Context: an optimization exercise on an open-source flow, tuned for small area and a short achievable clock period. The choices shown serve that exercise and are no tape-out recipe.
At most, simulation tests tie the RTL to the original design; equivalence was not proved.
Power and IR drop assume default switching activity.

==> run E: inputs <==
// glyph_top
module glyph_top (
    input            clk,
    input      [7:0] character_generator,
    input      [9:0] x,
    input      [9:0] y,
    input      [9:0] base_x,
    input      [9:0] base_y,
    output reg       pixel
);
    reg [7:0] ch_r;
    reg [9:0] x_r, y_r, bx_r, by_r;
    wire      pix;
    acelerometro_generator gen (
        .character_generator(ch_r),
        .x(x_r),
        .y(y_r),
        .base_x(bx_r),
        .base_y(by_r),
        .pixel(pix)
    );
    always @(posedge clk) begin
        ch_r  <= character_generator;
        x_r   <= x;
        y_r   <= y;
        bx_r  <= base_x;
        by_r  <= base_y;
        pixel <= pix;
    end
endmodule
clock: 80.0 ns
lec_check: 0
abc_area: 1
cap_margin: 20
core_margin: 2
core_utilization: 40
slew_margin: 20
standard.sh (not shown) runs the stock make flow with config.mk's settings and CLKGATE_MAP_FILE= SYNTH_SCRIPT=/design/flow/synth_recipe.tcl, a recipe that flattens the netlist after the stock synthesis.
==> flow/flow/run.sh <==
#!/bin/bash
set -e
export BUFFER_PORTS_ARGS="-buffer_cell sky130_fd_sc_hd__buf_1"
export CTS_ARGS="-sink_clustering_enable -repair_clock_nets -dont_use_dummy_load -root_buf sky130_fd_sc_hd__clkbuf_16 -buf_list sky130_fd_sc_hd__clkbuf_16 -sink_clustering_size 64 -sink_clustering_max_diameter 500"
bash standard.sh > standard.log 2>&1
==> run C: changes against run E <==
==> flow/flow/run.sh (replaced) <==
#!/bin/bash
set -e
export BUFFER_PORTS_ARGS="-buffer_cell sky130_fd_sc_hd__buf_1"
bash standard.sh > standard.log 2>&1
==> run H: changes against run E <==
==> flow/flow/run.sh (replaced) <==
#!/bin/bash
set -e
export BUFFER_PORTS_ARGS="-buffer_cell sky130_fd_sc_hd__buf_1"
export CTS_ARGS="-sink_clustering_enable -repair_clock_nets -dont_use_dummy_load"
bash standard.sh > standard.log 2>&1
==> qor summary <==
quantity                                                                run E       run H       run C
Status                                       no timing/DRC/antenna violations  no timing/DRC/antenna violations  no timing/DRC/antenna violations
Int Power                                                           0.0612 mW   0.0558 mW   0.0567 mW
Clock latency on the worst-skew pair                                   290 ps      300 ps      300 ps
Fillcell total                                                            945         952         948
Total number of vias                                                    3,048       3,057       3,060
Clock Skews                                                           14.9 ps     24.1 ps     2.31 ps
Total leakage power                                                   1.91 nW     1.89 nW     1.90 nW
Smallest hold slack                                                    653 ps      668 ps      639 ps
Relative contribution of the clock network to total power               16.5%       11.7%       13.9%
Wire length of the first global-routing pass                        13,700 um   13,600 um   13,600 um
Design Area, Final                                                 3980 sq um  3920 sq um  3950 sq um
Combinational fraction of design power                                  59.8%       63.3%       61.7%
Transition time at the pin with the least slew margin                  497 ps      506 ps      492 ps
Global-route met1 utilization                                           22.7%       22.8%       22.8%
Clk pin slew, worst setup/hold paths                                    70 ps       90 ps       90 ps
Area delta synth->final                                                 11.4%       9.85%       10.7%
Layout buffering overhead excluding clock cells                         4.62%       4.69%       4.65%
Sequential share of power                                               23.6%       25.0%       24.4%
Worst setup margin                                                  63,290 ps   63,280 ps   63,250 ps
Pre-antenna DRT Iters                                                       4           4           5
Final standard cell count with taps included and fillers excluded         626         626         629
Switching fraction of total power                                       45.3%       47.2%       47.7%
Met3 layer usage reported by global route                               2.34%       2.13%       1.91%
Fraction of area in multi-input gates                                   55.7%       56.5%       56.1%
No run of this note included a check of the RTL's function; only the layout flow was run.

---

==> pepper: inputs <==
==> flow/design.v <==
module glyph_top (
    input            clk,
    input      [7:0] character_generator,
    input      [9:0] x,
    input      [9:0] y,
    input      [9:0] base_x,
    input      [9:0] base_y,
    output reg       pixel
);
    reg [7:0] ch_r;
    reg [9:0] x_r, y_r, bx_r, by_r;
    wire      pix;
    acelerometro_generator gen (
        .character_generator(ch_r),
        .x(x_r),
        .y(y_r),
        .base_x(bx_r),
        .base_y(by_r),
        .pixel(pix)
    );
    always @(posedge clk) begin
        ch_r  <= character_generator;
        x_r   <= x;
        y_r   <= y;
        bx_r  <= base_x;
        by_r  <= base_y;
        pixel <= pix;
    end
endmodule

module acelerometro_generator(
    input [7:0] character_generator,
    input [9:0] x,
    input [9:0] y,
    input [9:0] base_x,
    input [9:0] base_y,
    output pixel
);
    function [10:0] sub10(input [9:0] a, input [9:0] b);
        integer i;
        reg bw;
        begin
            bw = 1'b0;
            for (i = 0; i < 10; i = i + 1) begin
                sub10[i] = a[i] ^ b[i] ^ bw;
                bw = (~a[i] & b[i]) | (~(a[i] ^ b[i]) & bw);
            end
            sub10[10] = bw;
        end
    endfunction
    function [6:0] add7(input [6:0] a, input [6:0] b, input c);
        integer i;
        reg cy;
        begin
            cy = c;
            for (i = 0; i < 7; i = i + 1) begin
                add7[i] = a[i] ^ b[i] ^ cy;
                cy = (a[i] & b[i]) | ((a[i] ^ b[i]) & cy);
            end
        end
    endfunction
    function ge7(input [6:0] a, input [6:0] k);
        integer i;
        reg g;
        begin
            g = 1'b1;
            for (i = 0; i < 7; i = i + 1)
                g = k[i] ? (a[i] & g) : (a[i] | g);
            ge7 = g;
        end
    endfunction
    wire [10:0] sx_ = sub10(x, base_x);
    wire [10:0] sy_ = sub10(y, base_y);
    wire [6:0] ux = sx_[6:0];
    wire [6:0] uy = sy_[6:0];
    wire xin = ~sx_[10] & ~|sx_[9:7];               
    wire xneg = sx_[10] & (&sx_[9:4]);              
    wire yin = ~sy_[10] & ~|sy_[9:7] & ~ge7(uy, 7'd100);
    wire x20 = ge7(ux, 7'd20), x40 = ge7(ux, 7'd40), x60 = ge7(ux, 7'd60);
    wire cL = xin & ~x20;
    wire cM = xin & x20 & ~x40;
    wire cR = xin & x40 & ~x60;
    wire cW = xin & ~x60;
    wire rT = ~ge7(uy, 7'd20);
    wire rB = ge7(uy, 7'd80);
    wire rU = ~ge7(uy, 7'd50);
    wire rD = ~rU;
    wire rM = ge7(uy, 7'd40) & ~ge7(uy, 7'd60);
    wire rE1 = ge7(uy, 7'd33) & ~ge7(uy, 7'd53);
    wire rE2 = ge7(uy, 7'd66) & ~ge7(uy, 7'd86);
    reg [4:0] q;
    reg [2:0] r;
    always @(*) begin
        q = 5'd0;
        r = 3'd0;
        case (uy)
            7'd0: begin q = 5'd0; r = 3'd0; end
            7'd1: begin q = 5'd0; r = 3'd1; end
            7'd2: begin q = 5'd0; r = 3'd2; end
            7'd3: begin q = 5'd0; r = 3'd3; end
            7'd4: begin q = 5'd0; r = 3'd4; end
            7'd5: begin q = 5'd1; r = 3'd0; end
            7'd6: begin q = 5'd1; r = 3'd1; end
            7'd7: begin q = 5'd1; r = 3'd2; end
            7'd8: begin q = 5'd1; r = 3'd3; end
            7'd9: begin q = 5'd1; r = 3'd4; end
            7'd10: begin q = 5'd2; r = 3'd0; end
            7'd11: begin q = 5'd2; r = 3'd1; end
            7'd12: begin q = 5'd2; r = 3'd2; end
            7'd13: begin q = 5'd2; r = 3'd3; end
            7'd14: begin q = 5'd2; r = 3'd4; end
            7'd15: begin q = 5'd3; r = 3'd0; end
            7'd16: begin q = 5'd3; r = 3'd1; end
            7'd17: begin q = 5'd3; r = 3'd2; end
            7'd18: begin q = 5'd3; r = 3'd3; end
            7'd19: begin q = 5'd3; r = 3'd4; end
            7'd20: begin q = 5'd4; r = 3'd0; end
            7'd21: begin q = 5'd4; r = 3'd1; end
            7'd22: begin q = 5'd4; r = 3'd2; end
            7'd23: begin q = 5'd4; r = 3'd3; end
            7'd24: begin q = 5'd4; r = 3'd4; end
            7'd25: begin q = 5'd5; r = 3'd0; end
            7'd26: begin q = 5'd5; r = 3'd1; end
            7'd27: begin q = 5'd5; r = 3'd2; end
            7'd28: begin q = 5'd5; r = 3'd3; end
            7'd29: begin q = 5'd5; r = 3'd4; end
            7'd30: begin q = 5'd6; r = 3'd0; end
            7'd31: begin q = 5'd6; r = 3'd1; end
            7'd32: begin q = 5'd6; r = 3'd2; end
            7'd33: begin q = 5'd6; r = 3'd3; end
            7'd34: begin q = 5'd6; r = 3'd4; end
            7'd35: begin q = 5'd7; r = 3'd0; end
            7'd36: begin q = 5'd7; r = 3'd1; end
            7'd37: begin q = 5'd7; r = 3'd2; end
            7'd38: begin q = 5'd7; r = 3'd3; end
            7'd39: begin q = 5'd7; r = 3'd4; end
            7'd40: begin q = 5'd8; r = 3'd0; end
            7'd41: begin q = 5'd8; r = 3'd1; end
            7'd42: begin q = 5'd8; r = 3'd2; end
            7'd43: begin q = 5'd8; r = 3'd3; end
            7'd44: begin q = 5'd8; r = 3'd4; end
            7'd45: begin q = 5'd9; r = 3'd0; end
            7'd46: begin q = 5'd9; r = 3'd1; end
            7'd47: begin q = 5'd9; r = 3'd2; end
            7'd48: begin q = 5'd9; r = 3'd3; end
            7'd49: begin q = 5'd9; r = 3'd4; end
            7'd50: begin q = 5'd10; r = 3'd0; end
            7'd51: begin q = 5'd10; r = 3'd1; end
            7'd52: begin q = 5'd10; r = 3'd2; end
            7'd53: begin q = 5'd10; r = 3'd3; end
            7'd54: begin q = 5'd10; r = 3'd4; end
            7'd55: begin q = 5'd11; r = 3'd0; end
            7'd56: begin q = 5'd11; r = 3'd1; end
            7'd57: begin q = 5'd11; r = 3'd2; end
            7'd58: begin q = 5'd11; r = 3'd3; end
            7'd59: begin q = 5'd11; r = 3'd4; end
            7'd60: begin q = 5'd12; r = 3'd0; end
            7'd61: begin q = 5'd12; r = 3'd1; end
            7'd62: begin q = 5'd12; r = 3'd2; end
            7'd63: begin q = 5'd12; r = 3'd3; end
            7'd64: begin q = 5'd12; r = 3'd4; end
            7'd65: begin q = 5'd13; r = 3'd0; end
            7'd66: begin q = 5'd13; r = 3'd1; end
            7'd67: begin q = 5'd13; r = 3'd2; end
            7'd68: begin q = 5'd13; r = 3'd3; end
            7'd69: begin q = 5'd13; r = 3'd4; end
            7'd70: begin q = 5'd14; r = 3'd0; end
            7'd71: begin q = 5'd14; r = 3'd1; end
            7'd72: begin q = 5'd14; r = 3'd2; end
            7'd73: begin q = 5'd14; r = 3'd3; end
            7'd74: begin q = 5'd14; r = 3'd4; end
            7'd75: begin q = 5'd15; r = 3'd0; end
            7'd76: begin q = 5'd15; r = 3'd1; end
            7'd77: begin q = 5'd15; r = 3'd2; end
            7'd78: begin q = 5'd15; r = 3'd3; end
            7'd79: begin q = 5'd15; r = 3'd4; end
            7'd80: begin q = 5'd16; r = 3'd0; end
            7'd81: begin q = 5'd16; r = 3'd1; end
            7'd82: begin q = 5'd16; r = 3'd2; end
            7'd83: begin q = 5'd16; r = 3'd3; end
            7'd84: begin q = 5'd16; r = 3'd4; end
            7'd85: begin q = 5'd17; r = 3'd0; end
            7'd86: begin q = 5'd17; r = 3'd1; end
            7'd87: begin q = 5'd17; r = 3'd2; end
            7'd88: begin q = 5'd17; r = 3'd3; end
            7'd89: begin q = 5'd17; r = 3'd4; end
            7'd90: begin q = 5'd18; r = 3'd0; end
            7'd91: begin q = 5'd18; r = 3'd1; end
            7'd92: begin q = 5'd18; r = 3'd2; end
            7'd93: begin q = 5'd18; r = 3'd3; end
            7'd94: begin q = 5'd18; r = 3'd4; end
            7'd95: begin q = 5'd19; r = 3'd0; end
            7'd96: begin q = 5'd19; r = 3'd1; end
            7'd97: begin q = 5'd19; r = 3'd2; end
            7'd98: begin q = 5'd19; r = 3'd3; end
            7'd99: begin q = 5'd19; r = 3'd4; end
            default: begin q = 5'd0; r = 3'd0; end
        endcase
    end
    wire r0 = (r == 3'd0), r1 = (r == 3'd1), r2 = (r == 3'd2), r3 = (r == 3'd3), r4 = (r == 3'd4);
    wire r34 = r3 | r4;
    wire [6:0] q2 = {1'b0, q, 1'b0};
    wire [6:0] q3 = add7(q2, {2'b00, q}, 1'b0);
    wire [6:0] am = add7(ux, ~q2, 1'b1);            
    wire [6:0] ap = add7(ux, q2, 1'b0);             
    wire xz = (xin & ~ge7(ux, 7'd70)) | xneg;       
    wire [6:0] az = add7(ux, q3, 1'b0);             
    wire dX1 = xin & (r34 ? (ge7(am, 7'd1) & ~ge7(am, 7'd22)) : ~ge7(am, 7'd21));
    wire dY1 = xin & (r34 ? (ge7(am, 7'd1) & ~ge7(am, 7'd21)) : ~ge7(am, 7'd20));
    wire dX2 = xin & (r0 ? (ge7(ap, 7'd40) & ~ge7(ap, 7'd61)) :
                     r34 ? (ge7(ap, 7'd38) & ~ge7(ap, 7'd59)) :
                           (ge7(ap, 7'd39) & ~ge7(ap, 7'd60)));
    wire dY2 = xin & (r34 ? (ge7(ap, 7'd39) & ~ge7(ap, 7'd59)) :
                           (ge7(ap, 7'd40) & ~ge7(ap, 7'd60)));
    reg [3:0] kk;
    always @(*) begin
        case (uy)
            85, 86: kk = 1;  87, 88: kk = 2;  89: kk = 3;  90, 91: kk = 4;
            92, 93: kk = 5;  94: kk = 6;  95, 96: kk = 7;  97, 98: kk = 8;
            99: kk = 9;
            default: kk = 0;
        endcase
    end
    wire zwrap = ~|base_x[9:4] & ~ge7({3'b000, base_x[3:0]}, {3'b000, kk});
    wire dZ = xz & (|uy) & ~zwrap &
              ((r0 | r1) ? (ge7(az, 7'd50) & ~ge7(az, 7'd70)) :
               r4        ? (ge7(az, 7'd48) & ~ge7(az, 7'd68)) :
                           (ge7(az, 7'd49) & ~ge7(az, 7'd69)));
    reg pix;
    always @(*) begin
        case (character_generator)
            8'h58: pix = dX1 | dX2;
            8'h59: pix = (rU & (dY1 | dY2)) | (rD & cM);
            8'h5A: pix = (cW & (rT | rB)) | dZ;
            8'h3D: pix = cW & (rE1 | rE2);
            8'h2D: pix = cW & rM;
            8'h30: pix = cL | cR | (cW & (rT | rB));
            8'h31: pix = cM | (cW & rB);
            8'h32: pix = (cW & (rT | rB)) | (cR & rU) | (cL & rD);
            8'h33: pix = (cW & (rT | rM | rB)) | cR;
            8'h34: pix = (cL & rU) | (cW & rM) | cR;
            8'h35: pix = (cW & (rT | rM | rB)) | (cL & rU) | (cR & rD);
            8'h36: pix = cL | (cR & rD) | (cW & (rM | rB));
            8'h37: pix = (cW & rT) | cR;
            8'h38: pix = (cW & (rT | rM | rB)) | cL | cR;
            8'h39: pix = cR | (cL & rU) | (cW & (rM | rT));
            default: pix = 1'b0;
        endcase
    end
    assign pixel = pix & yin;
endmodule
==> flow/flow/run.sh <==
#!/bin/bash
set -e
export BUFFER_PORTS_ARGS="-buffer_cell sky130_fd_sc_hd__buf_1"
bash standard.sh > standard.log 2>&1
==> flow/standard.sh <==
#!/bin/bash
# synth_recipe.tcl (not shown) runs the flow's synth.tcl, then flattens the netlist and writes it again
# the make line also repeats each setting of config.mk as NAME=value (left out here)
make -C /OpenROAD-flow-scripts/flow DESIGN_CONFIG=/design/flow/config.mk WORK_HOME=/design/flow/orfs CLKGATE_MAP_FILE= SYNTH_SCRIPT=/design/flow/synth_recipe.tcl "${@:-finish}"
==> flow/config.mk <==
export PLATFORM = sky130hd
export DESIGN_NAME = glyph_top
export DESIGN_NICKNAME = glyph_top
export VERILOG_FILES = /design/flow/design.v
export SDC_FILE = /design/flow/constraint.sdc
export NUM_CORES = 4
export LEC_CHECK = 0
export ABC_AREA = 1
export CAP_MARGIN = 20
export CORE_MARGIN = 2
export CORE_UTILIZATION = 40
export SLEW_MARGIN = 20
==> flow/constraint.sdc <==
create_clock -name core_clock -period 80.0 [get_ports {clk}]
set_input_delay 16.0000 -clock core_clock [delete_from_list [all_inputs] [get_ports {clk}]]
set_output_delay 16.0000 -clock core_clock [all_outputs]
set_load 0.01 [all_outputs]
==> inputs of harbor, as changes to pepper <==
==> flow/run.sh (new file) <==
#!/bin/bash
# synth_recipe.tcl (not shown) runs the flow's synth.tcl, then flattens the netlist and writes it again
# the make line also repeats each setting of config.mk as NAME=value (left out here)
make -C /OpenROAD-flow-scripts/flow DESIGN_CONFIG=/design/flow/config.mk WORK_HOME=/design/flow/orfs CLKGATE_MAP_FILE= SYNTH_SCRIPT=/design/flow/synth_recipe.tcl finish
ABC_AREA = default   (was 1)
removed: flow/flow/run.sh
removed: flow/standard.sh
==> inputs of onyx, as changes to pepper <==
CTS_CLUSTER_DIAMETER = 500   (was default)
CTS_CLUSTER_SIZE = 64   (was default)
==> notes <==
Of harbor and onyx, harbor has the higher power (gap 2.6%, measured against onyx). Count of clock-buffer cells in the layout is the same in onyx and harbor. In worst hold slack, pepper and onyx do not differ. In critical path depth, pepper and harbor do not differ. Between harbor and onyx, the lower clock power is in onyx (gap about 9%, measured against onyx). In synthesized area, onyx and pepper do not differ. Against onyx, the final cell count of harbor is lower by about 14%. Combinational power: onyx is smaller than harbor (about 2%). pepper finished clean. onyx produced a clean layout. harbor ran to the end with no violations. Against pepper, the clock skew of harbor is higher by 17 ps. Register-to-register slack: onyx is better than harbor (370 ps).

==> afterwards: timing with drivers on the ports <==
In the flow no input, the clock included, has a driving cell. The finished layouts below were timed again as built, in two steps. Step 1 (the two cells are an assumption about what drives the block):
set clk [get_ports {clk}]
set_driving_cell -lib_cell sky130_fd_sc_hd__clkbuf_16 $clk
set_driving_cell -lib_cell sky130_fd_sc_hd__buf_2 [delete_from_list [all_inputs] $clk]
Step 2, shift: input delay + t, output delay - t, t = (earliest + latest rising clock arrival at the registers) / 2. This alone moves slack from input paths to output paths. Slacks: ideal / step 1 / step 2; pairs: ideal / step 1.
run | t, ns | slack for setup (ns) | worst hold slack (ns) | clock arrival spread, ns | pins driven straight from the clock port
run E | 0.313 | 63.290 / 63.254 / 63.567 | 0.653 / 0.653 / 0.653 | 0.016 / 0.016 | 1
run C | 0.324 | 63.247 / 63.221 / 63.545 | 0.639 / 0.639 / 0.639 | 0.004 / 0.005 | 1
run H | 0.314 | 63.280 / 63.253 / 63.567 | 0.668 / 0.668 / 0.668 | 0.025 / 0.025 | 1
pepper | 0.332 | 63.247 / 63.217 / 63.548 | 0.698 / 0.698 / 0.698 | 0.005 / 0.005 | 1
harbor | 0.334 | 62.841 / 62.809 / 63.143 | 0.910 / 0.910 / 0.910 | 0.022 / 0.023 | 1
onyx | 0.332 | 63.247 / 63.217 / 63.548 | 0.698 / 0.698 / 0.698 | 0.005 / 0.005 | 1
After both steps setup and hold are still met in every run listed.
